Context: an optimization exercise on an open-source flow, tuned for small area, a short achievable clock period and few clock cycles. The choices shown serve that exercise and are no tape-out recipe. Where RTL was checked, it was by simulation tests only, not by an equivalence proof against the original. Function not checked in runs 1 and 2: the RTL went through the layout flow alone. Power figures rest on the tool's default switching activity, not on a simulated workload.

`flow/flow/run.sh`:
```
#!/bin/bash
# Standard synthesis, then the standard ORFS layout steps with repair_timing
# aiming at a larger setup slack (a tighter internal target than the clock).
set -euo pipefail
MARGIN=${MARGIN:-6.5}
bash standard.sh synth > synth.log 2>&1
sed "s/SETUP_SLACK_MARGIN=[0-9.]*/SETUP_SLACK_MARGIN=$MARGIN/" standard.sh > layout.sh
grep -q "SETUP_SLACK_MARGIN=$MARGIN" layout.sh
bash layout.sh > layout.log 2>&1
```
`flow/standard.sh`:
```
#!/bin/bash
# synth_recipe.tcl (not shown) runs the flow's synth.tcl, then flattens the netlist and writes it again
# the make line also repeats each setting of config.mk as NAME=value (left out here)
make -C /OpenROAD-flow-scripts/flow DESIGN_CONFIG=/design/flow/config.mk WORK_HOME=/design/flow/orfs CLKGATE_MAP_FILE= SYNTH_SCRIPT=/design/flow/synth_recipe.tcl "${@:-finish}"
```
`flow/config.mk`:
```
export PLATFORM = sky130hd
export DESIGN_NAME = encode
export DESIGN_NICKNAME = encode
export VERILOG_FILES = /design/flow/design.v
export SDC_FILE = /design/flow/constraint.sdc
export NUM_CORES = 8
export LEC_CHECK = 0
export CAP_MARGIN = 20
export CORE_MARGIN = 2
export CORE_UTILIZATION = 45
export CTS_CLUSTER_DIAMETER = 100
export CTS_CLUSTER_SIZE = 30
export SETUP_SLACK_MARGIN = 5
export SLEW_MARGIN = 20
export SYNTH_MEMORY_MAX_BITS = 16384
```
`flow/constraint.sdc`:
```
create_clock -name core_clock -period 10.0 [get_ports {clk}]
set_input_delay 2.0000 -clock core_clock [delete_from_list [all_inputs] [get_ports {clk}]]
set_output_delay 2.0000 -clock core_clock [all_outputs]
set_load 0.01 [all_outputs]
```
`flow/design.v`:
```
module encode#(
	parameter DATAWIDTH_STATE		= 16,
	parameter DATAWIDTH_XMAX		= 18,
	parameter DATAWIDTH_RCPFREQ		= 32,
	parameter DATAWIDTH_BIAS		= 10,
	parameter DATAWIDTH_CMPLFREQ	= 9,
	parameter DATAWIDTH_RCPSHIFT	= 6,
	parameter RANS_BYTE_L_SHIFT		= 8,
	parameter DATANUM				= 130560
)(
	input wire								clk,
	input wire								rst,
	input wire								start,
	output reg								onebyte_end,
	output reg								finish,
	input wire	[	 DATAWIDTH_XMAX-1:0]	x_max,
	input wire								x_max_valid,
	input wire	[ DATAWIDTH_RCPFREQ-1:0]	rcp_freq,
	input wire								rcp_freq_valid,
	input wire	[	 DATAWIDTH_BIAS-1:0]	bias,
	input wire								bias_valid,
	input wire	[DATAWIDTH_CMPLFREQ-1:0]	cmpl_freq,
	input wire								cmpl_freq_valid,
	input wire	[DATAWIDTH_RCPSHIFT-1:0]	rcp_shift,
	input wire								rcp_shift_valid,
	input wire								tvalid,
	input wire	[			   	    7:0]	tdata,
	input wire								tlast,
	output reg	[			   	    7:0]	byte_enc,
	output reg								out_valid
);
	function gt8;
		input [7:0] a;
		input [7:0] b;
		reg [7:0] g, p;
		reg [3:0] g1, p1;
		reg [1:0] g2, p2;
		integer i;
		begin
			g = a & ~b;		 
			p = a | ~b;		 
			for (i = 0; i < 4; i = i + 1) begin
				g1[i] = g[2*i+1] | (p[2*i+1] & g[2*i]);
				p1[i] = g[2*i+1] | (p[2*i+1] & p[2*i]);
			end
			for (i = 0; i < 2; i = i + 1) begin
				g2[i] = g1[2*i+1] | (p1[2*i+1] & g1[2*i]);
				p2[i] = g1[2*i+1] | (p1[2*i+1] & p1[2*i]);
			end
			gt8 = g2[1] | (p2[1] & g2[0]);
		end
	endfunction
	function ge12;
		input [11:0] a;
		input [11:0] b;
		reg [11:0] g, p;
		reg [5:0] g1, p1;
		reg [2:0] g2, p2;
		reg p3;
		integer i;
		begin
			g = a & ~b;		 
			p = a | ~b;		 
			for (i = 0; i < 6; i = i + 1) begin
				g1[i] = g[2*i+1] | (p[2*i+1] & g[2*i]);
				p1[i] = g[2*i+1] | (p[2*i+1] & p[2*i]);
			end
			for (i = 0; i < 3; i = i + 1) begin
				g2[i] = g1[2*i+1] | (p1[2*i+1] & g1[2*i]);
				p2[i] = g1[2*i+1] | (p1[2*i+1] & p1[2*i]);
			end
			p3 = g2[1] | (p2[1] & p2[0]);
			ge12 = g2[2] | (p2[2] & p3);
		end
	endfunction
	function cmp7;
		input [6:0] a;
		input [6:0] b;
		input ge;
		integer i;
		reg r;
		begin
			r = ge;
			for (i = 0; i < 7; i = i + 1)
				r = (a[i] & ~b[i]) | ((a[i] | ~b[i]) & r);
			cmp7 = r;
		end
	endfunction
	function [15:0] dec4;
		input [3:0] a;
		begin
			dec4 = 16'd1 << a;
		end
	endfunction
	reg rst_r;
	always @(posedge clk) rst_r <= rst;
	reg			ld_v;
	reg	[7:0]	ld_f;
	always @(posedge clk) begin
		ld_v <= x_max_valid;
		ld_f <= x_max[15:8];
	end
	reg	[7:0]	ld_cnt;		 
	reg	[8:0]	ld_acc;		 
	always @(posedge clk) begin
		if (rst_r) begin
			ld_cnt <= 8'd0;
			ld_acc <= 9'd0;
		end else if (ld_v) begin
			ld_cnt <= ld_cnt + 8'd1;
			ld_acc <= ld_acc + {1'b0, ld_f};
		end
	end
	reg	[2*255-1:0]	lsr;	 
	always @(posedge clk)
		if (ld_v) lsr <= {lsr[2*254-1:0], ld_acc[1:0]};
	reg	[4:0]	thb [1:64];
	genvar gk;
	generate for (gk = 1; gk <= 64; gk = gk + 1) begin : g_thb
		always @(posedge clk)
			if (ld_v && !cmp7(ld_acc[8:2], gk, 1'b1)) thb[gk] <= ld_cnt[4:0];
	end endgenerate
	reg	[6:0]	thw [1:7];
	generate for (gk = 1; gk <= 7; gk = gk + 1) begin : g_thw
		always @(posedge clk)
			if (ld_v && ld_cnt == 32*gk) thw[gk] <= ld_acc[8:2];
	end endgenerate
	reg	[7:0]	idx;
	reg	[15:0]	oh_hi, oh_lo;
	always @(posedge clk) begin
		if (tvalid) begin
			idx   <= tdata;
			oh_hi <= dec4(tdata[7:4]);
			oh_lo <= dec4(tdata[3:0]);
		end else begin
			idx   <= idx + 8'd1;
			oh_lo <= {oh_lo[14:0], oh_lo[15]};
			if (oh_lo[15]) oh_hi <= {oh_hi[14:0], oh_hi[15]};
		end
	end
	wire [1:0] lent [0:255];
	genvar gp;
	generate for (gp = 0; gp < 255; gp = gp + 1) begin : g_row
		assign lent[gp] = lsr[2*gp +: 2];
	end endgenerate
	assign lent[255] = 2'd0;
	reg [1:0] rd_lo;
	reg [1:0] grp;
	integer ia, ib;
	always @(*) begin
		rd_lo = 2'd0;
		for (ia = 0; ia < 16; ia = ia + 1) begin
			grp = 2'd0;
			for (ib = 0; ib < 16; ib = ib + 1)
				grp = grp | ({2{oh_lo[ib]}} & lent[16*(15-ia) + (15-ib)]);
			rd_lo = rd_lo | ({2{oh_hi[ia]}} & grp);
		end
	end
	reg [6:0] thw_a, thw_b;
	reg [4:0] s_lo;
	reg [1:0] lo_r;
	always @(posedge clk) begin
		case (idx[7:5])
			3'd0: begin thw_a <= 7'd0;   thw_b <= thw[1]; end
			3'd1: begin thw_a <= thw[1]; thw_b <= thw[2]; end
			3'd2: begin thw_a <= thw[2]; thw_b <= thw[3]; end
			3'd3: begin thw_a <= thw[3]; thw_b <= thw[4]; end
			3'd4: begin thw_a <= thw[4]; thw_b <= thw[5]; end
			3'd5: begin thw_a <= thw[5]; thw_b <= thw[6]; end
			3'd6: begin thw_a <= thw[6]; thw_b <= thw[7]; end
			default: begin thw_a <= thw[7]; thw_b <= 7'd64; end
		endcase
		s_lo <= idx[4:0];
		lo_r <= rd_lo;
	end
	wire [64:1] t;
	generate for (gk = 1; gk <= 64; gk = gk + 1) begin : g_cmp
		assign t[gk] = cmp7(thw_a, gk, 1'b1) | (cmp7(thw_b, gk, 1'b1) & cmp7({2'b0, s_lo}, {2'b0, thb[gk]}, 1'b0));
	end endgenerate
	reg [5:0] rd_hi;
	integer ik;
	always @(*) begin
		rd_hi = 6'd0;
		for (ik = 1; ik < 64; ik = ik + 1)
			if (t[ik] & ~t[ik+1]) rd_hi = rd_hi | ik[5:0];
	end
	wire [7:0] rd_cdf = {rd_hi, lo_r};
	reg			v1, v2, v3, v4, v5, v6, v7, fin1;
	reg			l1, l2, l3, l4, l5, l6, l7;
	always @(posedge clk) begin
		if (rst_r) begin
			v1 <= 1'b0; v2 <= 1'b0; v3 <= 1'b0; v4 <= 1'b0; v5 <= 1'b0; v6 <= 1'b0; v7 <= 1'b0;
			fin1 <= 1'b0;
		end else begin
			v1 <= tvalid; v2 <= v1; v3 <= v2; v4 <= v3; v5 <= v4; v6 <= v5; v7 <= v6;
			fin1 <= v7 & l7;
		end
		l1 <= tlast; l2 <= l1; l3 <= l2; l4 <= l3; l5 <= l4; l6 <= l5; l7 <= l6;
	end
	reg	[7:0]	c0, c1;
	always @(posedge clk) begin
		c0 <= c1;
		c1 <= rd_cdf;
	end
	reg	[7:0]	fa;
	always @(posedge clk)
		if (v4) fa <= c1 - c0;
	reg	[7:0]	ca, pc;
	reg	[7:0]	m1;
	reg	[9:0]	m3;
	reg	[10:0]	m5, m7;
	reg	[11:0]	m9, m11, m13, m15;
	always @(posedge clk) begin
		ca  <= c0;
		pc  <= ca;
		m1  <= fa;
		m3  <= {2'b0, fa} + {1'b0, fa, 1'b0};
		m5  <= {3'b0, fa} + {1'b0, fa, 2'b0};
		m7  <= {fa, 3'b0} - {3'b0, fa};
		m9  <= {1'b0, fa, 3'b0} + {4'b0, fa};
		m11 <= {1'b0, fa, 3'b0} + {3'b0, fa, 1'b0} + {4'b0, fa};
		m13 <= {fa, 4'b0} - {3'b0, fa, 1'b0} - {4'b0, fa};
		m15 <= {fa, 4'b0} - {4'b0, fa};
	end
	wire [11:0] mul [0:15];
	assign mul[0]  = 12'd0;
	assign mul[1]  = {4'b0, m1};
	assign mul[2]  = {3'b0, m1, 1'b0};
	assign mul[3]  = {2'b0, m3};
	assign mul[4]  = {2'b0, m1, 2'b0};
	assign mul[5]  = {1'b0, m5};
	assign mul[6]  = {1'b0, m3, 1'b0};
	assign mul[7]  = {1'b0, m7};
	assign mul[8]  = {1'b0, m1, 3'b0};
	assign mul[9]  = m9;
	assign mul[10] = {m5, 1'b0};
	assign mul[11] = m11;
	assign mul[12] = {m3, 2'b0};
	assign mul[13] = m13;
	assign mul[14] = {m7, 1'b0};
	assign mul[15] = m15;
	reg	[15:0]	x;
	reg			need;		 
	reg			sel_n, sel_x;	 
	wire [7:0] hi = x[15:8];
	wire [7:0] lo = x[7:0];
	reg	[7:0]	r1;			 
	reg	[3:0]	qh;			 
	reg	[3:0]	d2;			 
	reg	[7:0]	e2;			 
	wire [11:0]	u_w = ({12{sel_n}} & {8'd0, hi[7:4]})
	                | ({12{sel_x}} & {hi, lo[7:4]})
	                | ({12{v7}}    & {r1, d2});
	wire [7:0]	v2h = r1[3:0] + e2[7:4];
	wire [7:0]	u_v = ({8{sel_n}} & {4'd0, hi[7:4]})
	                | ({8{sel_x}} & {hi[3:0], lo[7:4]})
	                | ({8{v7}}    & {v2h[3:0], e2[3:0]});
	wire [15:0]	u_t;		 
	wire [15:0]	u_e;		 
	wire [7:0]	u_c [0:15];
	assign u_t[0] = 1'b1;
	genvar gm;
	generate for (gm = 1; gm < 16; gm = gm + 1) begin : g_div
		assign u_t[gm] = ge12(u_w, mul[gm]);
	end endgenerate
	generate for (gm = 0; gm < 16; gm = gm + 1) begin : g_cand
		assign u_c[gm] = u_v - mul[gm][7:0];
		if (gm < 15) begin : g_e
			assign u_e[gm] = u_t[gm] & ~u_t[gm+1];
		end else begin : g_e
			assign u_e[gm] = u_t[gm];
		end
	end endgenerate
	reg [7:0] u_rem;
	reg [3:0] u_q;
	integer mi;
	always @(*) begin
		u_rem = 8'd0;
		u_q = 4'd0;
		for (mi = 0; mi < 16; mi = mi + 1)
			if (u_e[mi]) begin
				u_rem = u_rem | u_c[mi];
				u_q = u_q | mi[3:0];
			end
	end
	wire [15:0] x_new = {qh, u_q, u_rem};
	wire [3:0] fah = fa[7:4];
	wire need_fast = (qh > fah) | ((qh == fah) & u_t[fa[3:0]]);
	wire need_slow = hi >= fa;
	wire need_nx = v7 ? need_fast : need_slow;
	wire [3:0] d2_nx = need ? hi[3:0] : lo[3:0];
	always @(posedge clk) begin
		need <= need_nx;
		sel_n <= v5 & need_nx;
		sel_x <= v5 & ~need_nx;
		r1 <= u_rem;
		qh <= u_q;
		d2 <= d2_nx;
		e2 <= {4'd0, d2_nx} + pc;
		if (start)   x <= 16'd256;
		else if (v7) x <= x_new;
	end
	always @(posedge clk) begin
		onebyte_end <= tvalid;
		if (rst_r) begin
			out_valid <= 1'b0;
			finish    <= 1'b0;
		end else begin
			out_valid <= (v6 & need) | (v7 & l7) | fin1;
			finish    <= fin1;
		end
		if (v6)
			byte_enc <= lo;
		else if (fin1)
			byte_enc <= hi;
		else
			byte_enc <= u_rem;
	end
endmodule
```
==> results of run 1 <==
-- stage by stage --
step           power (W)  hold WS (ps)
6_report          0.0103           334
5_1_grt           0.0107           345
4_1_cts           0.0102           339
3_5_place_dp     0.00767           313
3_3_place_gp     0.00765           310
2_1_floorplan    0.00710           310
-- cell usage in the layout, fill, tap and decap left out, types with 33 or more instances in the layout --
master and n:
a221oi_1 99, inv_1 185, nor2_1 201, nor2b_1 61, a21o_1 49, buf_4 207
ha_1 151, nand4_1 64, a21oi_1 189, nand2_1 129, a22oi_1 134, nand2b_1 114
o21ai_0 169, mux2i_1 33, nor3_1 34, maj3_2 56, a22o_1 93, dfxtp_1 213
xnor2_1 118, xor2_1 46, nand3_1 64, edfxtp_1 903, maj3_1 144, clkbuf_16 50
-- logic make-up after synthesis --
family	Yosys count	synth area share, %
AND/OR/NAND/NOR	845	8.24
adder cells (fa/ha/maj)	387	8.59
buffers and inverters	429	3.19
multiplexers	55	1.20
XOR/XNOR	168	2.84
flip-flops	1148	60.6
AO/OA/AOI/OAI	1161	15.3
-- path summary, 6_finish.rpt --
check           startpoint                  end  slack [ps]  cells past startpoint
max          sel_x$_DFF_P_  byte_enc[6]$_DFF_P_        6170                     17
min             l6$_DFF_P_           l7$_DFF_P_         330                      0
max reg2reg  sel_x$_DFF_P_  byte_enc[6]$_DFF_P_        6170                     17
min reg2reg     l6$_DFF_P_           l7$_DFF_P_         330                      0
-- routing by layer --
metal	up-vias	global-route usage, %
met5	-	0
met4	0	6.70
met3	250	3.09
met2	1494	39.7
met1	18000	33.0
li1	16200	-
-- power groups by stage --
stage                     clock [W]  combinational [W]  sequential [W]
after detailed placement          0            0.00167         0.00600
after CTS                   0.00251            0.00184         0.00589
after floorplan                   0            0.00117         0.00593
after global placement            0            0.00166         0.00599
final                       0.00244            0.00195         0.00590
after global routing        0.00264            0.00209         0.00594
-- flip-flops by register name, indices dropped and copies added (netlist names), 9 cells and up --
| register | count |
|---|---|
| oh_hi | 16 |
| thb | 320 |
| m15 | 12 |
| ld_acc | 9 |
| m9 | 11 |
| x | 16 |
| thw | 49 |
| m13 | 11 |
| oh_lo | 16 |
| m11 | 10 |
| lsr | 510 |
-- repair_timing --
action / 4_1_cts / 5_1_grt
endpoints found under the setup margin: 129 / 122
cloned: 11 / 6
resized for setup: 241 / 199
pin swaps: 80 / 133
buffers inserted: 96 / 81
-- layout make-up --
class,count,area share (%)
inverter,199,1.33
timing repair buffer,304,5.02
sequential,1148,53.5
timing repair inverter,2,0.0271
tap,1524,3.18
multi-input combinational,2616,34.6
clock inverter,11,0.319
clock buffer,66,2.11
==> flow_summary.yaml, run 1 <==
outcome:
  status: "complete, no violations"
critical_path:
  cp_cell_sequence: "a22oi_2 > a21boi_4 > ha_4 > clkinvlp_4 > fa_2 > a21o_1 > buf_6 > a21oi_4 > o21bai_1 > a21oi_1 > xor2_1 > nor3_1 > a2111o_1 > nor4_4 > buf_4 > nand2b_1 > a22o_1"
  endpoint_kind: "flop"
  worst-path-buf-inv: 3
  critPathArrivalTime_ps: 4400
  cpPeakStageDelay_ps: 430
  crit_fanout: 6
  worstPathRequired_ps: 10570
  startpoint_type: "flop"
  slowest_stage: "fa_2"
  critPathKind: "reg -> reg"
  cpLargestDelayFamily: "compound AO/OA/AOI/OAI gates"
cts:
  cts_buffers: 47
  holdBufCountCts: 0
  cts_tree: "done"
  clk_latency_ps: 700
  cts_max_path_buffers: 3
  cts.sink_count: 1148
  htreeDepth: 2
  clk_pin_slew_ps: 100
  cts_root_buf: "clkbuf_16"
global_route:
  globalRouteOverflowTotal: 0
  grt_max_degree: 184
  grt_antenna_before_repair: 0
  grt_pass1_vias: 34500
  grt_use_total_pct: 23.9
  grt_pass1_wl_um: 220000
cells_and_area:
  area_growth_pct: 13.6
  instances_no_fill: 5870
  antenna_cells: 0
  num-nets-final: 4598
  design_area_mm2: 0.0600
  fillCellCount: 10000
  seqCellArea_mm2: 0.0321
  multi_input_area_mm2: 0.0207
  finish.utilization_pct: 51.6
  drive_above_1_share_pct: 16.6
power:
  powerDensity_mw_per_mm2: 171
  ir_drop_mv: 0.149
  power.switching_w: 0.00292
  clock_power_share_pct: 23.7
  total_leakage_power_nw: 21.7
  intPower_w: 0.00737
  combPwrFrac_pct: 19.0
  seq_power_share_pct: 57.3
  swShare_pct: 28.4
floorplan:
  io-pin-count: 104
  initial_utilization_pct: 45.4
  die_width_um: 347
  die_h_um: 347
  core_area_mm2: 0.116
  std_cell_rows: 125
  dieArea_mm2: 0.120
detailed_routing:
  wirelength_um: 150000
  drtIter0Drc: 3646
  route.met3.wl_um: 10400
  highest-signal-layer: "met4"
  vias: 35900
  drt_pass1_iterations: 6
  wl_met1_um: 64000
  wl_met2_um: 71100
  route.detailed.drc: 0
  wl_per_cell_um: 25.5
  avgViaCountPerCell: 6.12
  final_antenna_net_count: 0
timing:
  tightest_slew_ps: 1080
  final_hold_viol_count: 0
  slew_viol_final: 0
  finClkSkew_ps: 28.3
  min_period_ps: 3830
  relSlewSlack_pct: 28.0
  setup_violations: 0
  fin_crit_sh_pct: 38.3
  max_freq_ghz: 0.261
  rsz0062_at_grt: "yes"
  fin_ws_ps: 6170
  tns_ps: 0
synthesis:
  synth_seq_cells: 1148
  yosysMostFrequentCell: "edfxtp_1"
  yosys_warnings: 3
  ys.flop_type: "edfxtp_1"
  netlist.area_leader.share_pct: 51.3
  netlist_area_mm2: 0.0528
  async_flop_share_pct: 0
  avgSynthCellArea_um2: 12.6
  syn-num-nets: 4473
  synth_top_area_cell: "edfxtp_1"
  synthCells: 4193
  synth_cell_types: 94
  synth_edf_count: 903
  ys_seq_area_share_pct: 60.6
  synth_area_leaders: "edfxtp_1 (51%), dfxtp_1 (9.3%), ha_1 (3.8%)"
  ys_top_cells_by_count: "edfxtp_1 (903), dfxtp_1 (245), nor2_1 (222)"
place:
  port_buffers: 32
  placed_area_mm2: 0.0550
  dp_slack_ps: 4670
  dpl.cell_count: 5599
  gp_congestion: 0.977
  dp_hpwl_um: 90200
hold_path:
  hold_path.class: "reg -> reg"
job:
  maxCapViolations: 0
==> inputs of run 2 (changes only) <==
--- a/flow/design.v
+++ b/flow/design.v
@@ -126,18 +126,10 @@
 			if (ld_v && ld_cnt == 32*gk) thw[gk] <= ld_acc[8:2];
 	end endgenerate
 	reg	[7:0]	idx;
-	reg	[15:0]	oh_hi, oh_lo;
-	always @(posedge clk) begin
-		if (tvalid) begin
-			idx   <= tdata;
-			oh_hi <= dec4(tdata[7:4]);
-			oh_lo <= dec4(tdata[3:0]);
-		end else begin
-			idx   <= idx + 8'd1;
-			oh_lo <= {oh_lo[14:0], oh_lo[15]};
-			if (oh_lo[15]) oh_hi <= {oh_hi[14:0], oh_hi[15]};
-		end
-	end
+	always @(posedge clk)
+		idx <= tvalid ? tdata : idx + 8'd1;
+	wire [15:0] oh_hi = dec4(idx[7:4]);
+	wire [15:0] oh_lo = dec4(idx[3:0]);
 	wire [1:0] lent [0:255];
 	genvar gp;
 	generate for (gp = 0; gp < 255; gp = gp + 1) begin : g_row
@@ -185,15 +177,17 @@
 			if (t[ik] & ~t[ik+1]) rd_hi = rd_hi | ik[5:0];
 	end
 	wire [7:0] rd_cdf = {rd_hi, lo_r};
-	reg			v1, v2, v3, v4, v5, v6, v7, fin1;
+	reg			v1, v2, v3, v4, v5, v6, v7, fin1, fin2;
 	reg			l1, l2, l3, l4, l5, l6, l7;
 	always @(posedge clk) begin
 		if (rst_r) begin
 			v1 <= 1'b0; v2 <= 1'b0; v3 <= 1'b0; v4 <= 1'b0; v5 <= 1'b0; v6 <= 1'b0; v7 <= 1'b0;
 			fin1 <= 1'b0;
+			fin2 <= 1'b0;
 		end else begin
 			v1 <= tvalid; v2 <= v1; v3 <= v2; v4 <= v3; v5 <= v4; v6 <= v5; v7 <= v6;
 			fin1 <= v7 & l7;
+			fin2 <= fin1;
 		end
 		l1 <= tlast; l2 <= l1; l3 <= l2; l4 <= l3; l5 <= l4; l6 <= l5; l7 <= l6;
 	end
@@ -239,11 +233,12 @@
 	assign mul[13] = m13;
 	assign mul[14] = {m7, 1'b0};
 	assign mul[15] = m15;
-	reg	[15:0]	x;
+	reg	[15:0]	xr;			 
+	reg			fresh;		 
 	reg			need;		 
 	reg			sel_n, sel_x;	 
-	wire [7:0] hi = x[15:8];
-	wire [7:0] lo = x[7:0];
+	wire [7:0] hi = fresh ? 8'd1 : xr[15:8];
+	wire [7:0] lo = fresh ? 8'd0 : xr[7:0];
 	reg	[7:0]	r1;			 
 	reg	[3:0]	qh;			 
 	reg	[3:0]	d2;			 
@@ -297,8 +292,9 @@
 		qh <= u_q;
 		d2 <= d2_nx;
 		e2 <= {4'd0, d2_nx} + pc;
-		if (start)   x <= 16'd256;
-		else if (v7) x <= x_new;
+		if (start)   fresh <= 1'b1;
+		else if (v7) fresh <= 1'b0;
+		if (v7) xr <= x_new;
 	end
 	always @(posedge clk) begin
 		onebyte_end <= tvalid;
@@ -306,14 +302,9 @@
 			out_valid <= 1'b0;
 			finish    <= 1'b0;
 		end else begin
-			out_valid <= (v6 & need) | (v7 & l7) | fin1;
-			finish    <= fin1;
+			out_valid <= (v6 & need) | fin1 | fin2;
+			finish    <= fin2;
 		end
-		if (v6)
-			byte_enc <= lo;
-		else if (fin1)
-			byte_enc <= hi;
-		else
-			byte_enc <= u_rem;
+		byte_enc <= (v6 | fin1) ? lo : hi;
 	end
 endmodule
==> flow_summary.yaml, run 2 <==
cells_and_area:
  area_growth_pct: 12.3
  largest_register: "lsr"
  reg_top3: "lsr x510, thb x320, thw x49"
  multi_input_area_mm2: 0.0212
  fillCellCount: 9940
  layout_common_cells: "edfxtp_1 (903), a21oi_1 (194), dfxtp_1 (189)"
  seqCellArea_mm2: 0.0315
  num-nets-final: 4490
  drive_above_1_share_pct: 18.3
  largest_reg_flops: 510
  layout_commonest_cell: "edfxtp_1"
detailed_routing:
  avgViaCountPerCell: 6.11
  route.detailed.drc: 0
  vias: 35300
  drt_pass1_iterations: 5
  wl_per_cell_um: 26.0
  wirelength_um: 150000
  drtIter0Drc: 3740
  final_antenna_net_count: 0
cts:
  cts_max_path_buffers: 3
  clk_pin_slew_ps: 110
  cts_tree: "done"
  htreeDepth: 2
  cts.sink_count: 1118
  cts_root_buf: "clkbuf_16"
  cts_buffers: 46
  clk_latency_ps: 690
synthesis:
  synth_edf_count: 903
  synth_cell_types: 103
  netlist_area_mm2: 0.0527
  netlist.area_leader.share_pct: 51.5
  synth_area_leaders: "edfxtp_1 (51%), dfxtp_1 (8.2%), ha_1 (4.0%)"
  ys.flop_type: "edfxtp_1"
  ys_seq_area_share_pct: 59.6
  synth_seq_cells: 1118
  yosys_warnings: 3
  avgSynthCellArea_um2: 12.7
  synthCells: 4133
  yosysMostFrequentCell: "edfxtp_1"
  async_flop_share_pct: 0
  ys_top_cells_by_count: "edfxtp_1 (903), a21oi_1 (221), dfxtp_1 (215)"
  syn-num-nets: 4418
  synth_top_area_cell: "edfxtp_1"
timing:
  setup_violations: 0
  relSlewSlack_pct: 22.4
  rsz0062_at_grt: "yes"
  tightest_slew_ps: 1160
  fin_crit_sh_pct: 38.8
  finClkSkew_ps: 43.4
  max_freq_ghz: 0.258
  final_hold_viol_count: 0
  slew_viol_final: 0
  tns_ps: 0
  min_period_ps: 3880
  holdWs_ps: 335
floorplan:
  core_area_mm2: 0.116
  dieArea_mm2: 0.120
  initial_utilization_pct: 45.3
  die_width_um: 346
  io-pin-count: 104
  die_h_um: 346
  std_cell_rows: 125
critical_path:
  startpoint_type: "flop"
  worstPathRequired_ps: 10420
  endpoint_kind: "flop"
  crit_fanout: 8
  r2r_slack_ps: 6120
  critPathArrivalTime_ps: 4300
  reg2reg_depth: 16
  critPathKind: "reg -> reg"
  worstReg2RegStart: "xr[15]$_DFFE_PP_"
  rr_endpoint: "xr[7]$_DFFE_PP_"
global_route:
  grt_pass1_vias: 33900
  globalRouteOverflowTotal: 0
  grt_max_degree: 88
  grt_use_total_pct: 24.2
  grt_antenna_before_repair: 1
  grt_pass1_wl_um: 220000
power:
  powerDensity_mw_per_mm2: 178
  total_leakage_power_nw: 21.4
  ir_drop_mv: 0.188
hold_path:
  hold_path.class: "reg -> reg"
  whs_path_depth: 0
  hold_end: "pc[6]$_DFF_P_"
  worstHoldStart: "ca[6]$_DFF_P_"
place:
  gp_congestion: 0.960
  dp_hpwl_um: 94400
  port_buffers: 32
outcome:
  status: "complete, no violations"
job:
  maxCapViolations: 0
## run 2: cell count changes after synthesis, moves of 24 or more
cell,previous run,this run
a22o_1,95,49
dfxtp_1,245,215
inv_1,196,172
maj3_1,192,147
maj3_2,8,96
mux2_2,16,70
nand2_1,131,159
o21ai_0,209,166
## run 2: worst max-delay path by stage
| stage | cells after the start | slack (ps) | end | startpoint |
|---|---|---|---|---|
| 6_report | 16 | 6120 | xr[7]$_DFFE_PP_ | xr[15]$_DFFE_PP_ |
| 5_1_grt | 16 | 5950 | xr[7]$_DFFE_PP_ | xr[15]$_DFFE_PP_ |
| 4_1_cts | 13 | 6090 | xr[7]$_DFFE_PP_ | r1[0]$_DFF_P_ |
| 2_1_floorplan | 6 | 4490 | thb[35][0]$_DFFE_PP_ | ld_v$_DFF_P_ |
| 3_5_place_dp | 11 | 5040 | xr[4]$_DFFE_PP_ | v7$_SDFF_PP0_ |
| 3_3_place_gp | 11 | 5120 | xr[4]$_DFFE_PP_ | v7$_SDFF_PP0_ |
## run 2: through the flow
| step | cells | utilization (%) | setup slack (ps) | total power [W] | cell area (µm²) |
|---|---|---|---|---|---|
| after floorplan | 4133 | - | 4490 | 0.00727 | 53000 |
| after global placement | 5535 | 47.1 | 5120 | 0.00794 | 54800 |
| after detailed placement | 5535 | 47.1 | 5040 | 0.00796 | 54800 |
| after CTS | 5704 | 49.9 | 6090 | 0.0105 | 58000 |
| after global routing | 5766 | 50.9 | 5950 | 0.0109 | 59100 |
| final | 5767 | 50.9 | 6120 | 0.0105 | 59100 |
## run 2: worst max-delay path, stage by stage (launching register included)
cell	delay (ps)
edfxtp_1	490
a22oi_2	220
nor2_1	70
a21oi_2	200
clkinvlp_4	130
buf_6	150
ha_1	320
a21o_1	220
a21oi_2	180
o21bai_1	110
a21oi_2	170
xnor2_1	150
xnor2_1	150
nor3b_1	100
a2111oi_4	290
o2111ai_2	190
or4_4	480
## run 2: layout make-up
type | count | share of cell area, %
Timing Repair inverter | 1 | 0.0148
Sequential cell | 1118 | 53.2
Clock buffer | 74 | 2.14
Clock inverter | 11 | 0.358
Antenna cell | 1 | 0.00423
Tap cell | 1524 | 3.22
Inverter | 174 | 1.16
Timing Repair Buffer | 245 | 4.09
Multi-Input combinational cell | 2619 | 35.8
## run 2: cell families (layout without fill, tap and decap cells)
logic type | Yosys count | count (layout) | share of synthesized area, %
flops | 1118 | 1118 | 59.6
compound gates | 1103 | 1103 | 14.7
simple gates | 813 | 816 | 7.92
fa+ha+maj | 435 | 435 | 9.76
buf+inv | 399 | 505 | 3.12
xor+xnor | 164 | 164 | 2.73
mux | 101 | 101 | 2.17
other cells | 0 | 1 | 0
## run 2: power by group
| group | internal (W) | switching [W] | total, W |
|---|---|---|---|
| clock | 0.000947 | 0.00149 | 0.00243 |
| sequential | 0.00554 | 0.000283 | 0.00583 |
| combinational | 0.000905 | 0.00137 | 0.00227 |
## run 2: per-layer routing
metal  global-route usage [%]  vias to the layer above  part of all wire [%]  routed length, µm
li1                         -                    15900                     -                  -
met1                     34.6                    17700                    44              65500
met2                     38.7                     1419                    46              69400
met3                     2.70                      263                   6.8              10200
met4                     7.21                        2                   3.1               4680
met5                        0                        -                 0.013                 20
## run 2: timing repair
item | in CTS | in global routing
resized for setup | 228 | 144
cloned | 10 | 3
endpoints found under the setup margin | 46 | 35
pin swaps | 49 | 77
buffers inserted | 74 | 58
endpoints found under the hold margin | 0 | 0
hold buffers | 0 | 0
==> inputs of run 3 (changes only) <==
--- a/flow/design.v
+++ b/flow/design.v
@@ -233,12 +233,11 @@
 	assign mul[13] = m13;
 	assign mul[14] = {m7, 1'b0};
 	assign mul[15] = m15;
-	reg	[15:0]	xr;			 
-	reg			fresh;		 
+	reg	[15:0]	x;
 	reg			need;		 
 	reg			sel_n, sel_x;	 
-	wire [7:0] hi = fresh ? 8'd1 : xr[15:8];
-	wire [7:0] lo = fresh ? 8'd0 : xr[7:0];
+	wire [7:0] hi = x[15:8];
+	wire [7:0] lo = x[7:0];
 	reg	[7:0]	r1;			 
 	reg	[3:0]	qh;			 
 	reg	[3:0]	d2;			 
@@ -292,9 +291,8 @@
 		qh <= u_q;
 		d2 <= d2_nx;
 		e2 <= {4'd0, d2_nx} + pc;
-		if (start)   fresh <= 1'b1;
-		else if (v7) fresh <= 1'b0;
-		if (v7) xr <= x_new;
+		if (start)   x <= 16'd256;
+		else if (v7) x <= x_new;
 	end
 	always @(posedge clk) begin
 		onebyte_end <= tvalid;
==> flow/flow/run.sh (replaced) <==
#!/bin/bash
# Standard synthesis, then the standard ORFS layout steps with repair_timing
# aiming at a larger setup slack (a tighter internal target than the clock).
set -euo pipefail
MARGIN=${MARGIN:-6.0}
bash standard.sh synth > synth.log 2>&1
sed "s/SETUP_SLACK_MARGIN=[0-9.]*/SETUP_SLACK_MARGIN=$MARGIN/" standard.sh > layout.sh
grep -q "SETUP_SLACK_MARGIN=$MARGIN" layout.sh
bash layout.sh > layout.log 2>&1
==> flow_summary.yaml, run 3 <==
timing:
  max_freq_ghz: 0.252
  fin_crit_sh_pct: 39.7
  min_period_ps: 3970
  tns_ps: 0
  rsz0062_at_grt: "yes"
  fin_ws_ps: 6030
  slew_viol_final: 0
  finClkSkew_ps: 52.3
  tightest_slew_ps: 1110
  final_hold_viol_count: 0
  relSlewSlack_pct: 26.0
  setup_violations: 0
  holdWs_ps: 331
outcome:
  status: "complete, no violations"
detailed_routing:
  wl_per_cell_um: 25.5
  vias: 34700
  route.detailed.drc: 0
  final_antenna_net_count: 0
  avgViaCountPerCell: 6.10
  drt_pass1_iterations: 9
  wirelength_um: 145000
  drtIter0Drc: 4065
synthesis:
  ys.flop_type: "edfxtp_1"
  synthCells: 4165
  yosysMostFrequentCell: "edfxtp_1"
  synth_seq_cells: 1118
  async_flop_share_pct: 0
  synth_top_area_cell: "edfxtp_1"
  avgSynthCellArea_um2: 12.6
  netlist_area_mm2: 0.0523
  synth_edf_count: 887
  ys_seq_area_share_pct: 59.8
  synth_cell_types: 101
  ys_top_cells_by_count: "edfxtp_1 (887), dfxtp_1 (231), nor2_1 (229)"
  yosys_warnings: 3
  netlist.area_leader.share_pct: 50.9
  syn-num-nets: 4450
  synth_area_leaders: "edfxtp_1 (51%), dfxtp_1 (8.8%), ha_1 (4.0%)"
cells_and_area:
  drive_above_1_share_pct: 10.1
  layout_commonest_cell: "edfxtp_1"
  largest_reg_flops: 510
  reg_top3: "lsr x510, thb x320, thw x49"
  layout_common_cells: "edfxtp_1 (887), nor2_1 (218), a21oi_1 (217)"
  instances_no_fill: 5693
  num-nets-final: 4411
  area_growth_pct: 8.10
  largest_register: "lsr"
floorplan:
  die_width_um: 345
  dieArea_mm2: 0.119
  std_cell_rows: 125
  io-pin-count: 104
  core_area_mm2: 0.116
  initial_utilization_pct: 45.2
  die_h_um: 345
critical_path:
  worst-path-buf-inv: 0
  slowest_stage: "o21ai_0"
  critPathArrivalTime_ps: 4550
  cpLargestDelayFamily: "compound AO/OA/AOI/OAI gates"
  critPathKind: "reg -> reg"
  endpoint_kind: "flop"
  worstPathRequired_ps: 10580
  crit_fanout: 9
  cpPeakStageDelay_ps: 760
  cp_cell_sequence: "o21ai_0 > nand2_1 > nor4_1 > nand3_1 > a31oi_4 > nor2b_2 > a21oi_1 > o221ai_1 > or4_1 > o31a_1"
  startpoint_type: "flop"
cts:
  clk_pin_slew_ps: 110
  cts_tree: "done"
  cts_buffers: 49
  cts.sink_count: 1118
  htreeDepth: 2
  clk_latency_ps: 700
  cts_root_buf: "clkbuf_16"
  holdBufCountCts: 0
  cts_max_path_buffers: 3
place:
  dp_slack_ps: 5410
  dpl.cell_count: 5571
  port_buffers: 32
  dp_hpwl_um: 92600
  gp_congestion: 0.974
power:
  ir_drop_mv: 0.152
  powerDensity_mw_per_mm2: 186
  power_w: 0.0105
  total_leakage_power_nw: 20.3
hold_path:
  hold_path.class: "reg -> reg"
job:
  maxCapViolations: 0
global_route:
  grt_use_total_pct: 23.9
  grt_antenna_before_repair: 2
  grt_pass1_vias: 33300
  globalRouteOverflowTotal: 0
  grt_pass1_wl_um: 214000
  grt_max_degree: 196
run 3: report_power, final:
part,switching (W),internal (W)
clock,0.00155,0.000988
sequential,0.000282,0.00554
combinational,0.00135,0.000809
total,0.00319,0.00734
run 3: cell families (layout without fill, tap and decap cells):
family / after synthesis / after routing / share of synthesized area [%]
DFF: 1118 / 1118 / 59.8
adders and majority gates: 401 / 401 / 9.00
buffers and inverters: 400 / 400 / 3.09
muxes: 122 / 122 / 2.63
other: 0 / 2 / 0
AOI/OAI and AO/OA: 1109 / 1111 / 14.6
xor gates and xnor gates: 169 / 169 / 2.83
and+or+nand+nor: 846 / 846 / 8.07
run 3: through the flow:
stage / instance area [µm²] / util [%]
after floorplan: 52600 / -
after global routing: 56500 / 48.9
after CTS: 56200 / 48.6
after global placement: 54500 / 47.1
final: 56500 / 48.9
after detailed placement: 54500 / 47.1
run 3: per-layer routing:
| metal | global-route usage (%) | up-vias | share of wire, % |
|---|---|---|---|
| met5 | 0 | - | 0.0090 |
| met4 | 7.87 | 2 | 3.1 |
| met3 | 3.06 | 245 | 6.8 |
| met2 | 38.3 | 1343 | 46 |
| met1 | 33.8 | 17400 | 44 |
| li1 | - | 15700 | - |
run 3: repair_timing:
item | 4_1_cts | 5_1_grt
pin swaps | 3 | 7
resized for setup | 23 | 37
setup buffers | 4 | 22
endpoints found under the setup margin | 30 | 24
cloned | 2 | 0
run 3: area by class of cell:
| type | count | area (µm²) |
|---|---|---|
| Clock buffer | 74 | 1320 |
| Antenna cell | 2 | 5.00 |
| Sequential cell | 1118 | 31300 |
| Clock inverter | 18 | 279 |
| Multi-Input combinational cell | 2649 | 19900 |
| Inverter | 176 | 672 |
| Fill cell | 10200 | 59200 |
| Tap cell | 1524 | 1910 |
| Timing Repair Buffer | 132 | 1170 |
run 3: path summary, 6_finish.rpt:
path	slack (ps)	to	start	depth (start not counted)
worst max-delay path	6030	x[2]$_SDFFE_PP0P_	x[15]$_SDFFE_PP0P_	10
worst min register to register	330	l4$_DFF_P_	l3$_DFF_P_	0
worst max register to register	6030	x[2]$_SDFFE_PP0P_	x[15]$_SDFFE_PP0P_	10
worst min-delay path	330	l4$_DFF_P_	l3$_DFF_P_	0
Testbench counts of run 3, summed over its fixed seeds: cycles 36,480.
==> inputs of run 4 (changes only) <==
==> flow/flow/run.sh (replaced) <==
#!/bin/bash
# Standard synthesis, then the standard ORFS layout steps with repair_timing
# aiming at a larger setup slack (a tighter internal target than the clock).
set -euo pipefail
MARGIN=${MARGIN:-7.0}
bash standard.sh synth > synth.log 2>&1
sed "s/SETUP_SLACK_MARGIN=[0-9.]*/SETUP_SLACK_MARGIN=$MARGIN/" standard.sh > layout.sh
grep -q "SETUP_SLACK_MARGIN=$MARGIN" layout.sh
bash layout.sh > layout.log 2>&1
==> flow_summary.yaml, run 4 <==
critical_path:
  endpoint_kind: "flop"
  cpPeakStageDelay_ps: 600
  worstReg2RegStart: "sel_x$_DFF_P_"
  rr_endpoint: "x[4]$_SDFFE_PP0P_"
  r2r_slack_ps: 6380
  critPathArrivalTime_ps: 4220
  crit_path_frequent_cell: "buf_4"
  reg2reg_depth: 13
  cp_cell_sequence: "buf_6 > a222oi_1 > buf_4 > a31o_4 > a22o_1 > o211ai_1 > a211oi_2 > and3b_2 > buf_4 > a2bb2oi_2 > nand4_1 > or4_4 > o21a_1"
  startpoint_type: "flop"
  crit_fanout: 7
  slowest_stage: "or4_4"
  critPathKind: "reg -> reg"
  worstPathRequired_ps: 10600
floorplan:
  std_cell_rows: 125
  io-pin-count: 104
  core_area_mm2: 0.116
  initial_utilization_pct: 45.2
  die_h_um: 345
  die_width_um: 345
  dieArea_mm2: 0.119
detailed_routing:
  final_antenna_net_count: 0
  drt_pass1_iterations: 9
  vias: 36600
  avgViaCountPerCell: 6.17
  wirelength_um: 157000
  drtIter0Drc: 4358
  wl_per_cell_um: 26.4
  route.detailed.drc: 0
synthesis:
  yosys_warnings: 3
  ys.flop_type: "edfxtp_1"
  netlist_area_mm2: 0.0523
  synth_seq_cells: 1118
  synth_compound_area_share_pct: 14.6
  avgSynthCellArea_um2: 12.6
  yosys.area_share.xor_xnor_pct: 2.83
  synth_edf_count: 887
  synthMuxAreaShare_pct: 2.63
  async_flop_share_pct: 0
  synthCells: 4165
  synth_top_area_cell: "edfxtp_1"
  yosysMostFrequentCell: "edfxtp_1"
  ys_top_cells_by_count: "edfxtp_1 (887), dfxtp_1 (231), nor2_1 (229)"
  netlist.area_leader.share_pct: 50.9
  synth_area_leaders: "edfxtp_1 (51%), dfxtp_1 (8.8%), ha_1 (4.0%)"
  synth_fa_ha_area_share_pct: 9.00
  synth_simple_gate_area_share_pct: 8.07
  synth_top_family_by_area: "compound AO/OA/AOI/OAI gates"
  syn-num-nets: 4450
  ys_seq_area_share_pct: 59.8
  synth_cell_types: 101
cells_and_area:
  area_growth_pct: 16.5
  multi_input_area_mm2: 0.0214
  fillCellCount: 9745
  drive_above_1_share_pct: 22.0
  num-nets-final: 4656
  largest_register: "lsr"
  layout_commonest_cell: "edfxtp_1"
  largest_reg_flops: 510
  layout_common_cells: "edfxtp_1 (887), buf_4 (244), nor2_1 (207)"
  seqCellArea_mm2: 0.0313
  reg_top3: "lsr x510, thb x320, thw x49"
  antenna_cells: 0
outcome:
  status: "complete, no violations"
place:
  dp_hpwl_um: 92600
  port_buffers: 32
  gp_congestion: 0.974
timing:
  max_freq_ghz: 0.276
  fin_crit_sh_pct: 36.2
  rsz0062_at_grt: "yes"
  final_hold_viol_count: 0
  tightest_slew_ps: 1160
  slew_viol_final: 0
  setup_violations: 0
  tns_ps: 0
  holdWs_ps: 331
  finClkSkew_ps: 52.7
  relSlewSlack_pct: 23.0
  min_period_ps: 3620
global_route:
  grt_max_degree: 196
  grt_pass1_vias: 34700
  grt_use_total_pct: 25.3
  grt_pass1_wl_um: 225000
  grt_antenna_before_repair: 1
  globalRouteOverflowTotal: 0
cts:
  cts.sink_count: 1118
  cts_root_buf: "clkbuf_16"
  cts_buffers: 49
  holdBufCountCts: 0
  cts_max_path_buffers: 3
  clk_pin_slew_ps: 110
  clk_latency_ps: 710
  htreeDepth: 2
  cts_tree: "done"
power:
  powerDensity_mw_per_mm2: 180
  ir_drop_mv: 0.160
  total_leakage_power_nw: 22.3
hold_path:
  worstHoldStart: "l3$_DFF_P_"
  whs_path_depth: 0
  hold_path.class: "reg -> reg"
  hold_end: "l4$_DFF_P_"
job:
  maxCapViolations: 0
==> run 4: repair_timing <==
action	in CTS	in global routing
setup buffers	151	100
pin swaps	111	158
gates cloned	16	6
hold endpoints to repair	0	0
setup endpoints to repair	56	53
resized for setup	372	273
==> run 4: metrics by stage <==
stage	setup slack (ps)	power, W	utilization (%)	instances	area [µm²]
floorplan	4490	0.00731	-	4165	52600
global placement	5440	0.00803	47.1	5571	54500
detailed placement	5410	0.00805	47.1	5571	54500
CTS	6490	0.0108	50.9	5830	58900
finish	6380	0.0109	52.6	5936	60900
global route	6300	0.0114	52.6	5936	60900
==> run 4: per-layer routing <==
metal  track usage [%]  up-vias  share of wire (%)
li1                  -    16200                  -
met5                 0        -                  0
met3              3.40      341                8.0
met1              35.8    18400                 42
met2              40.2     1707                 46
met4              8.87        0                3.8
==> run 4: worst max-delay path: cells and delay by family (launching register included) <==
| kind | cells | cell delay, ps |
|---|---|---|
| AO/OA/AOI/OAI | 7 | 1520 |
| AND/OR/NAND/NOR | 3 | 1020 |
| buffers and inverters | 3 | 570 |
| flip-flops | 1 | 390 |
==> run 4: how the worst max path moves through the flow <==
stage / start / endpoint / cells past startpoint
2_1_floorplan: ld_v$_DFF_P_ / thb[42][0]$_DFFE_PP_ / 6
3_3_place_gp: s_lo[0]$_DFF_P_ / c1[7]$_SDFF_PP1_ / 11
4_1_cts: v7$_SDFF_PP0_ / x[7]$_SDFFE_PP0P_ / 15
3_5_place_dp: sel_x$_DFF_P_ / x[7]$_SDFFE_PP0P_ / 13
5_1_grt: sel_x$_DFF_P_ / x[7]$_SDFFE_PP0P_ / 16
6_report: sel_x$_DFF_P_ / x[4]$_SDFFE_PP0P_ / 13
==> run 4: report_power, final <==
| part | leakage [nW] | internal [W] | switching (W) |
|---|---|---|---|
| Combinational | 10.8 | 0.00104 | 0.00152 |
| Clock | 0.762 | 0.000988 | 0.00157 |
| Sequential | 10.7 | 0.00555 | 0.000289 |
| Total | 22.3 | 0.00757 | 0.00337 |
==> run 4: cell type report <==
cell class	count	share of cell area (%)
clock buffer	74	2.17
timing repair buffer	376	6.47
timing repair inverter	1	0.0144
sequential	1118	51.4
tap	1524	3.13
multi-input combinational	2649	35.2
inverter	176	1.18
clock inverter	18	0.458
==> run 4: cell families (layout without fill, tap and decap cells) <==
| logic type | after synthesis | in the layout |
|---|---|---|
| flops | 1118 | 1118 |
| compound gates | 1109 | 1111 |
| simple gates | 846 | 846 |
| fa+ha+maj | 401 | 401 |
| buf+inv | 400 | 645 |
| xor+xnor | 169 | 169 |
| mux | 122 | 122 |
==> inputs of run 5 (changes only) <==
==> flow/flow/run.sh (replaced) <==
#!/bin/bash
# Standard synthesis, then the standard ORFS layout steps with repair_timing
# aiming at a larger setup slack (a tighter internal target than the clock).
set -euo pipefail
MARGIN=${MARGIN:-6.5}
bash standard.sh synth > synth.log 2>&1
sed "s/SETUP_SLACK_MARGIN=[0-9.]*/SETUP_SLACK_MARGIN=$MARGIN/" standard.sh > layout.sh
grep -q "SETUP_SLACK_MARGIN=$MARGIN" layout.sh
bash layout.sh > layout.log 2>&1
--- a/flow/config.mk
+++ b/flow/config.mk
@@ -13,3 +13,4 @@
 export SETUP_SLACK_MARGIN = 5
 export SLEW_MARGIN = 20
 export SYNTH_MEMORY_MAX_BITS = 16384
+export TNS_END_PERCENT = 50
==> flow_summary.yaml, run 5 <==
global_route:
  grtUsageMet1_pct: 34.5
  grt_antenna_before_repair: 1
  grt_max_degree: 196
  busiest_layer: "met2"
  grt_use_total_pct: 24.5
  grt_util_met2_pct: 39.4
  grt_pass1_vias: 33900
  met3_usage_pct: 3.06
  globalRouteOverflowTotal: 0
  grt_pass1_wl_um: 219000
critical_path:
  rr_endpoint: "x[4]$_SDFFE_PP0P_"
  critPathLaunch: "v7$_SDFF_PP0_"
  r2r_slack_ps: 6340
  endpoint: "x[4]$_SDFFE_PP0P_"
  startpoint_type: "flop"
  worstPathRequired_ps: 10590
  critPathArrivalTime_ps: 4250
  reg2reg_depth: 13
  critPathKind: "reg -> reg"
  endpoint_kind: "flop"
  worstReg2RegStart: "v7$_SDFF_PP0_"
  crit_fanout: 31
synthesis:
  avgSynthCellArea_um2: 12.6
  synth_area_leaders: "edfxtp_1 (51%), dfxtp_1 (8.8%), ha_1 (4.0%)"
  synth_top_area_cell: "edfxtp_1"
  netlist_area_mm2: 0.0523
  syn-num-nets: 4450
  ys_top_cells_by_count: "edfxtp_1 (887), dfxtp_1 (231), nor2_1 (229)"
  ys.flop_type: "edfxtp_1"
  synthCells: 4165
  yosys_warnings: 3
  netlist.area_leader.share_pct: 50.9
  synth_edf_count: 887
  ys_seq_area_share_pct: 59.8
  synth_cell_types: 101
  synth_seq_cells: 1118
  yosysMostFrequentCell: "edfxtp_1"
  async_flop_share_pct: 0
floorplan:
  die_h_um: 345
  std_cell_rows: 125
  io-pin-count: 104
  core_area_mm2: 0.116
  dieArea_mm2: 0.119
  die_width_um: 345
  initial_utilization_pct: 45.2
cts:
  cts_tree: "done"
  cts_root_buf: "clkbuf_16"
  htreeDepth: 2
  cts_max_path_buffers: 3
  cts.sink_count: 1118
  holdBufCountCts: 0
  clk_pin_slew_ps: 100
  cts_buffers: 49
  clk_latency_ps: 700
timing:
  tightest_slew_ps: 1170
  slew_viol_final: 0
  setup_violations: 0
  fin_crit_sh_pct: 36.6
  min_period_ps: 3660
  relSlewSlack_pct: 21.7
  finClkSkew_ps: 55.5
  tns_ps: 0
  final_hold_viol_count: 0
  holdWs_ps: 331
  max_freq_ghz: 0.273
  rsz0062_at_grt: "yes"
detailed_routing:
  avgViaCountPerCell: 6.10
  drt_pass1_iterations: 8
  wirelength_um: 149000
  wl_per_cell_um: 25.8
  vias: 35200
  final_antenna_net_count: 0
  route.detailed.drc: 0
  drtIter0Drc: 4043
cells_and_area:
  antenna_cells: 0
  layout_common_cells: "edfxtp_1 (887), nor2_1 (214), dfxtp_1 (213)"
  seqCellArea_mm2: 0.0313
  largest_reg_flops: 510
  num-nets-final: 4492
  drive_above_1_share_pct: 13.8
  largest_register: "lsr"
  fillCellCount: 10000
  layout_commonest_cell: "edfxtp_1"
  reg_top3: "lsr x510, thb x320, thw x49"
  multi_input_area_mm2: 0.0203
  area_growth_pct: 10.8
place:
  gp_congestion: 0.974
  dp_hpwl_um: 92600
  port_buffers: 32
power:
  total_leakage_power_nw: 21.0
  power_w: 0.0107
  powerDensity_mw_per_mm2: 184
  ir_drop_mv: 0.152
job:
  maxCapViolations: 0
hold_path:
  hold_path.class: "reg -> reg"
outcome:
  status: "complete, no violations"
-- run 5: cell types whose count changed in the layout (fill, tap and decap cells not counted), moves of 14 or more --
cell     change
dfxtp_1     +16
maj3_2      -49
o21ai_0     +24
dfxtp_2     -14
buf_6       -31
a21oi_2     -16
buf_4      -104
buf_12      -29
maj3_1      +49
a21oi_1     +21
-- run 5: area by class of cell --
| class | instances | area share [%] |
|---|---|---|
| Clock inverter | 18 | 0.482 |
| Timing Repair Buffer | 212 | 3.68 |
| Sequential cell | 1118 | 54.0 |
| Multi-Input combinational cell | 2649 | 35.0 |
| Timing Repair inverter | 1 | 0.0151 |
| Clock buffer | 74 | 2.28 |
| Tap cell | 1524 | 3.29 |
| Inverter | 176 | 1.22 |
-- run 5: worst max-delay path, stage by stage (launching register included) --
cell      delay, ps
dfxtp_4         400
buf_12          140
buf_4           130
a22oi_2         140
buf_4           360
nor2_1          110
a211oi_1        240
a41oi_1         200
o41ai_4         470
o21bai_4        280
o22a_1          200
nand4_1          80
or4_4           610
o21a_1          190
-- run 5: worst min-delay path by stage --
stage / slack [ps] / to / cells after the start / startpoint
floorplan: 310 / c1[0]$_DFF_P_ / 0 / lo_r[0]$_DFF_P_
global placement: 310 / pc[1]$_DFF_P_ / 0 / ca[1]$_DFF_P_
detailed placement: 310 / pc[2]$_DFF_P_ / 0 / ca[2]$_DFF_P_
CTS: 330 / l4$_DFF_P_ / 0 / l3$_DFF_P_
global route: 340 / l2$_DFF_P_ / 0 / l1$_DFF_P_
finish: 330 / l4$_DFF_P_ / 0 / l3$_DFF_P_
-- run 5: metal layers --
metal | vias up | wire length, µm
li1 | 15900 | -
met1 | 17600 | 64900
met2 | 1415 | 69100
met3 | 281 | 10200
met4 | 0 | 5020
met5 | - | 0
-- run 5: timing repair --
action	in CTS	in global routing
setup buffers	49	48
setup endpoints to repair	47	43
pin swaps	41	48
gates cloned	10	2
gates resized for setup	123	99
-- run 5: power by group --
| group | internal [W] | total [W] | switching, W |
|---|---|---|---|
| Clock | 0.000988 | 0.00255 | 0.00156 |
| Sequential | 0.00554 | 0.00582 | 0.000281 |
| Combinational | 0.000893 | 0.00231 | 0.00142 |
-- run 5: logic make-up after synthesis --
kind of cell	after synthesis	synth area share, %
DFF	1118	59.8
AOI/OAI and AO/OA	1109	14.6
and+or+nand+nor	846	8.07
adders and majority gates	401	9.00
buffers and inverters	400	3.09
xor gates and xnor gates	169	2.83
muxes	122	2.63
-- run 5: per-stage QoR --
step	setup slack, ps	cells	util [%]	area, µm²
2_1_floorplan	4490	4165	-	52600
3_3_place_gp	5440	5571	47.1	54500
3_5_place_dp	5410	5571	47.1	54500
4_1_cts	6400	5722	49.4	57200
5_1_grt	6280	5772	50.1	57900
6_report	6340	5772	50.1	57900
==> inputs of run 6 (changes only) <==
--- a/flow/config.mk
+++ b/flow/config.mk
@@ -13,4 +13,4 @@
 export SETUP_SLACK_MARGIN = 5
 export SLEW_MARGIN = 20
 export SYNTH_MEMORY_MAX_BITS = 16384
-export TNS_END_PERCENT = 50
+export TNS_END_PERCENT = 5
==> flow_summary.yaml, run 6 <==
cts:
  cts.sink_count: 1118
  cts_max_path_buffers: 3
  cts_buffers: 49
  clk_latency_ps: 700
  clk_pin_slew_ps: 110
  cts_tree: "done"
  htreeDepth: 2
  cts_root_buf: "clkbuf_16"
  holdBufCountCts: 0
timing:
  final_hold_viol_count: 0
  finClkSkew_ps: 52.3
  tns_ps: 0
  fin_crit_sh_pct: 36.3
  relSlewSlack_pct: 21.5
  tightest_slew_ps: 1170
  rsz0062_at_grt: "yes"
  max_freq_ghz: 0.275
  slew_viol_final: 0
  min_period_ps: 3630
  setup_violations: 0
detailed_routing:
  drtIter0Drc: 4126
  drt_pass1_iterations: 6
  avgViaCountPerCell: 6.13
  wirelength_um: 149000
  wl_met2_um: 68600
  route.detailed.drc: 0
  wl_per_cell_um: 25.8
  wl_met1_um: 64600
  vias: 35300
  route.met3.wl_um: 11000
  final_antenna_net_count: 0
  highest-signal-layer: "met4"
critical_path:
  startpoint_type: "flop"
  endpoint: "x[7]$_SDFFE_PP0P_"
  endpoint_kind: "flop"
  critPathArrivalTime_ps: 4220
  slowest_stage: "a22oi_2"
  cpPeakStageDelay_ps: 480
  cp_cell_sequence: "buf_6 > a22oi_2 > buf_12 > o22ai_1 > a211oi_2 > a41oi_2 > o41ai_4 > o21bai_4 > inv_1 > a21boi_2 > nand4b_1 > o41a_1"
  cp.depth: 12
  r2r_slack_ps: 6370
  cpLargestDelayFamily: "compound AO/OA/AOI/OAI gates"
  worst-path-buf-inv: 3
  critPathKind: "reg -> reg"
  critPathLaunch: "sel_x$_DFF_P_"
  rr_endpoint: "x[7]$_SDFFE_PP0P_"
  reg2reg_depth: 12
  crit_fanout: 8
  worstPathRequired_ps: 10580
  worstReg2RegStart: "sel_x$_DFF_P_"
synthesis:
  syn-num-nets: 4450
  synth_edf_count: 887
  yosys_warnings: 3
  ys_top_cells_by_count: "edfxtp_1 (887), dfxtp_1 (231), nor2_1 (229)"
  async_flop_share_pct: 0
  yosysMostFrequentCell: "edfxtp_1"
  synth_top_area_cell: "edfxtp_1"
  netlist.area_leader.share_pct: 50.9
  netlist_area_mm2: 0.0523
  ys_seq_area_share_pct: 59.8
  synth_seq_cells: 1118
  synth_cell_types: 101
  avgSynthCellArea_um2: 12.6
  ys.flop_type: "edfxtp_1"
  synthCells: 4165
  synth_area_leaders: "edfxtp_1 (51%), dfxtp_1 (8.8%), ha_1 (4.0%)"
cells_and_area:
  reg_top3: "lsr x510, thb x320, thw x49"
  num-nets-final: 4479
  layout_commonest_cell: "edfxtp_1"
  antenna_cells: 0
  drive_above_1_share_pct: 13.3
  area_growth_pct: 10.6
  largest_reg_flops: 510
  instances_no_fill: 5758
  layout_common_cells: "edfxtp_1 (887), nor2_1 (219), dfxtp_1 (210)"
  largest_register: "lsr"
floorplan:
  dieArea_mm2: 0.119
  die_width_um: 345
  std_cell_rows: 125
  core_area_mm2: 0.116
  die_h_um: 345
  initial_utilization_pct: 45.2
  io-pin-count: 104
power:
  total_leakage_power_nw: 20.9
  powerDensity_mw_per_mm2: 184
  ir_drop_mv: 0.175
global_route:
  grt_antenna_before_repair: 2
  globalRouteOverflowTotal: 0
  grt_use_total_pct: 24.2
  grt_max_degree: 191
  grt_pass1_vias: 33500
  grt_pass1_wl_um: 217000
place:
  dp_hpwl_um: 91700
  port_buffers: 32
  gp_congestion: 0.978
  dpl.cell_count: 5574
outcome:
  status: "complete, no violations"
job:
  maxCapViolations: 0
hold_path:
  hold_path.class: "reg -> reg"
-- run 6: changes by cell type in the layout (fill, tap and decap cells not counted), moves of 5 or more --
cell	previous run	this run
a21oi_2	12	17
buf_4	140	123
nor2_1	214	219
inv_1	162	168
clkbuf_16	50	56
nor2_4	10	4
buf_12	7	12
buf_8	8	2
-- run 6: kinds of logic (layout without fill, tap and decap cells) --
logic type | count (synthesis) | count (layout) | synth area share [%]
adders and majority gates | 401 | 401 | 9.00
AOI/OAI and AO/OA | 1109 | 1111 | 14.6
muxes | 122 | 122 | 2.63
DFF | 1118 | 1118 | 59.8
xor gates and xnor gates | 169 | 169 | 2.83
and+or+nand+nor | 846 | 846 | 8.07
buffers and inverters | 400 | 467 | 3.09
-- run 6: how the worst min path moves through the flow --
stage | start | endpoint | slack [ps] | cells past startpoint
4_1_cts | l2$_DFF_P_ | l3$_DFF_P_ | 330 | 0
6_report | l2$_DFF_P_ | l3$_DFF_P_ | 330 | 0
2_1_floorplan | lo_r[0]$_DFF_P_ | c1[0]$_DFF_P_ | 310 | 0
3_3_place_gp | ca[3]$_DFF_P_ | pc[3]$_DFF_P_ | 310 | 0
5_1_grt | ca[7]$_DFF_P_ | pc[7]$_DFF_P_ | 340 | 0
3_5_place_dp | l1$_DFF_P_ | l2$_DFF_P_ | 310 | 0
-- run 6: metal layers --
layer	up-vias	track usage [%]
met5	-	0
met4	0	6.74
met3	248	3.39
met2	1489	38.6
met1	17700	34.5
li1	15900	-
-- run 6: layout make-up --
class	instances	area, µm²
Fill cell	10100	57900
Clock inverter	13	255
Inverter	176	674
Multi-Input combinational cell	2649	20300
Tap cell	1524	1910
Clock buffer	78	1360
Timing Repair Buffer	200	2080
Sequential cell	1118	31300
-- run 6: what timing repair did --
| item | in CTS | in global routing |
|---|---|---|
| pin swaps | 21 | 77 |
| setup buffers | 33 | 46 |
| gates resized for setup | 108 | 126 |
| endpoints found under the setup margin | 111 | 107 |
| cloned | 6 | 8 |
-- run 6: through the flow --
stage / hold WS, ps / instance area, µm² / setup slack [ps] / utilization, % / power (W)
floorplan: 310 / 52500 / 4490 / - / 0.00730
global placement: 311 / 54400 / 5190 / 47.0 / 0.00800
detailed placement: 312 / 54400 / 5190 / 47.0 / 0.00802
CTS: 333 / 56800 / 6390 / 49.1 / 0.0106
global route: 338 / 57800 / 6290 / 50.0 / 0.0111
finish: 331 / 57800 / 6370 / 50.0 / 0.0106
-- run 6: power breakdown --
group          total (W)  internal [W]  leakage [nW]  switching [W]
sequential       0.00583       0.00554          10.7       0.000287
clock            0.00253       0.00100         0.761        0.00153
combinational    0.00226      0.000879          9.45        0.00139
==> inputs of run 7 (changes only) <==
--- a/flow/config.mk
+++ b/flow/config.mk
@@ -13,4 +13,3 @@
 export SETUP_SLACK_MARGIN = 5
 export SLEW_MARGIN = 20
 export SYNTH_MEMORY_MAX_BITS = 16384
-export TNS_END_PERCENT = 5
==> flow_summary.yaml, run 7 <==
detailed_routing:
  route.detailed.drc: 0
  drt_pass1_iterations: 7
  final_antenna_net_count: 0
  avgViaCountPerCell: 6.10
  drtIter0Drc: 3928
  wl_per_cell_um: 25.9
  vias: 35300
  wirelength_um: 150000
synthesis:
  yosys_warnings: 3
  synth_seq_cells: 1118
  synth_edf_count: 887
  netlist_area_mm2: 0.0523
  synth_top_area_cell: "edfxtp_1"
  yosysMostFrequentCell: "edfxtp_1"
  synthCells: 4165
  async_flop_share_pct: 0
  synth_cell_types: 101
  syn-num-nets: 4450
  ys.flop_type: "edfxtp_1"
  ys_seq_area_share_pct: 59.8
  netlist.area_leader.share_pct: 50.9
  ys_top_cells_by_count: "edfxtp_1 (887), dfxtp_1 (231), nor2_1 (229)"
  synth_area_leaders: "edfxtp_1 (51%), dfxtp_1 (8.8%), ha_1 (4.0%)"
  avgSynthCellArea_um2: 12.6
cts:
  htreeDepth: 2
  clk_latency_ps: 710
  cts_buffers: 49
  clk_pin_slew_ps: 110
  cts_tree: "done"
  cts_root_buf: "clkbuf_16"
  cts.sink_count: 1118
  cts_max_path_buffers: 3
floorplan:
  core_area_mm2: 0.116
  io-pin-count: 104
  std_cell_rows: 125
  dieArea_mm2: 0.119
  die_width_um: 345
  die_h_um: 345
  initial_utilization_pct: 45.2
power:
  ir_drop_mv: 0.152
  powerDensity_mw_per_mm2: 184
  total_leakage_power_nw: 21.1
  power_w: 0.0107
critical_path:
  startpoint_type: "flop"
  crit_fanout: 8
  critPathArrivalTime_ps: 4240
  endpoint_kind: "flop"
  worstPathRequired_ps: 10590
  critPathKind: "reg -> reg"
  r2r_slack_ps: 6340
global_route:
  grt_pass1_vias: 33900
  grt_use_total_pct: 24.5
  grt_max_degree: 196
  grt_antenna_before_repair: 1
  globalRouteOverflowTotal: 0
  grt_pass1_wl_um: 219000
timing:
  relSlewSlack_pct: 19.5
  min_period_ps: 3660
  max_freq_ghz: 0.273
  slew_viol_final: 0
  final_hold_viol_count: 0
  tns_ps: 0
  fin_crit_sh_pct: 36.6
  rsz0062_at_grt: "yes"
  tightest_slew_ps: 1210
  finClkSkew_ps: 56.5
  setup_violations: 0
cells_and_area:
  reg_top3: "lsr x510, thb x320, thw x49"
  finish.utilization_pct: 50.2
  largest_reg_flops: 510
  area_growth_pct: 11.1
  drive_above_1_share_pct: 14.3
  layout_commonest_cell: "edfxtp_1"
  layout_common_cells: "edfxtp_1 (887), nor2_1 (214), dfxtp_1 (211)"
  largest_register: "lsr"
  num-nets-final: 4499
  antenna_cells: 0
place:
  gp_congestion: 0.974
  port_buffers: 32
  dp_hpwl_um: 92600
job:
  maxCapViolations: 0
outcome:
  status: "complete, no violations"
hold_path:
  hold_path.class: "reg -> reg"
-- run 7: cell counts after synthesis --
Identical to the previous run, type by type.
-- run 7: final timing paths --
check,cells after the start,startpoint,to
worst min-delay path,0,l3$_DFF_P_,l4$_DFF_P_
worst max-delay path,13,v7$_SDFF_PP0_,x[2]$_SDFFE_PP0P_
worst min register to register,0,l3$_DFF_P_,l4$_DFF_P_
worst max register to register,13,v7$_SDFF_PP0_,x[2]$_SDFFE_PP0P_
-- run 7: final cells by class --
cell class	instances	area, µm²
well taps	1524	1910
inverters	176	708
clock inverters	18	279
flip-flops and latches	1118	31300
repair inverters	1	8.76
repair buffers	219	2190
fillers	10000	57600
multi-input cells	2649	20400
clock buffers	74	1320
-- run 7: repair_timing --
| item | CTS | global route |
|---|---|---|
| hold buffers | 0 | 0 |
| buffers inserted | 51 | 53 |
| setup endpoints to repair | 47 | 33 |
| pin swaps | 41 | 61 |
| cloned | 10 | 2 |
| gates resized for setup | 136 | 122 |
-- run 7: stage by stage --
stage | hold WS, ps | instance area [µm²] | setup WS (ps) | instances
floorplan | 310 | 52600 | 4490 | 4165
global placement | 310 | 54500 | 5440 | 5571
detailed placement | 312 | 54500 | 5410 | 5571
CTS | 334 | 57200 | 6400 | 5724
global route | 345 | 58100 | 6280 | 5779
finish | 330 | 58100 | 6340 | 5779
-- run 7: cell families after synthesis --
group | count (synthesis) | synth area share, %
AOI/OAI and AO/OA | 1109 | 14.6
buffers and inverters | 400 | 3.09
DFF | 1118 | 59.8
xor gates and xnor gates | 169 | 2.83
and+or+nand+nor | 846 | 8.07
muxes | 122 | 2.63
adders and majority gates | 401 | 9.00
-- run 7: layer usage --
metal / routed length, µm / GRT usage, % / part of all wire [%]
met3: 9880 / 3.06 / 6.6
met1: 65200 / 34.5 / 44
met2: 69600 / 39.4 / 46
met5: 0 / 0 / 0
met4: 4950 / 8.14 / 3.3
-- run 7: critical path, stage by stage (launching register included) --
cell and delay [ps]:
dfxtp_4 400, buf_12 140, a222oi_1 410, bufbuf_16 360, buf_12 140, nor2_1 60
nor4_2 270, nand3_1 130, and3_2 260, o21a_1 300, nand2_1 160, o221ai_1 130
or4_1 520, o31a_1 280
-- run 7: power by group --
| group | switching, W | leakage (nW) | internal (W) |
|---|---|---|---|
| combinational | 0.00143 | 9.57 | 0.000908 |
| sequential | 0.000281 | 10.7 | 0.00554 |
| clock | 0.00156 | 0.762 | 0.000988 |
| total | 0.00327 | 21.1 | 0.00744 |

## afterwards: timing with drivers on the ports
How much do the figures lean on ideal ports? The routed layouts below were timed once more, with nothing changed but the port constraints. Step 1, drivers: a clkbuf_16 drives clk and a buf_2 each remaining input, both assumed. Step 2 moves the port delays by t, midway between the first and last clock arrival at a register: inputs arrive t later, outputs are due t later. That takes back most of the time a late clock gives input paths. Three values: ideal, step 1, step 2; two values: the first two.
run	t, ns	setup WS [ns]	worst register clock-pin slew, ns
run 1	0.752	6.171 / 6.171 / 6.171	0.12 / 0.12
run 2	0.752	6.121 / 6.121 / 6.121	0.12 / 0.12
run 3	0.750	6.034 / 6.034 / 6.034	0.12 / 0.12
run 4	0.765	6.383 / 6.383 / 6.311	0.12 / 0.12
run 5	0.756	6.342 / 6.342 / 6.293	0.12 / 0.12
run 6	0.748	6.367 / 6.367 / 6.307	0.12 / 0.12
run 7	0.758	6.342 / 6.342 / 6.305	0.12 / 0.12
After both steps every run listed still meets setup and hold. The setup slack of run 4, which loses most, moves by 0.000 ns with the drivers and by -0.072 ns with both steps.
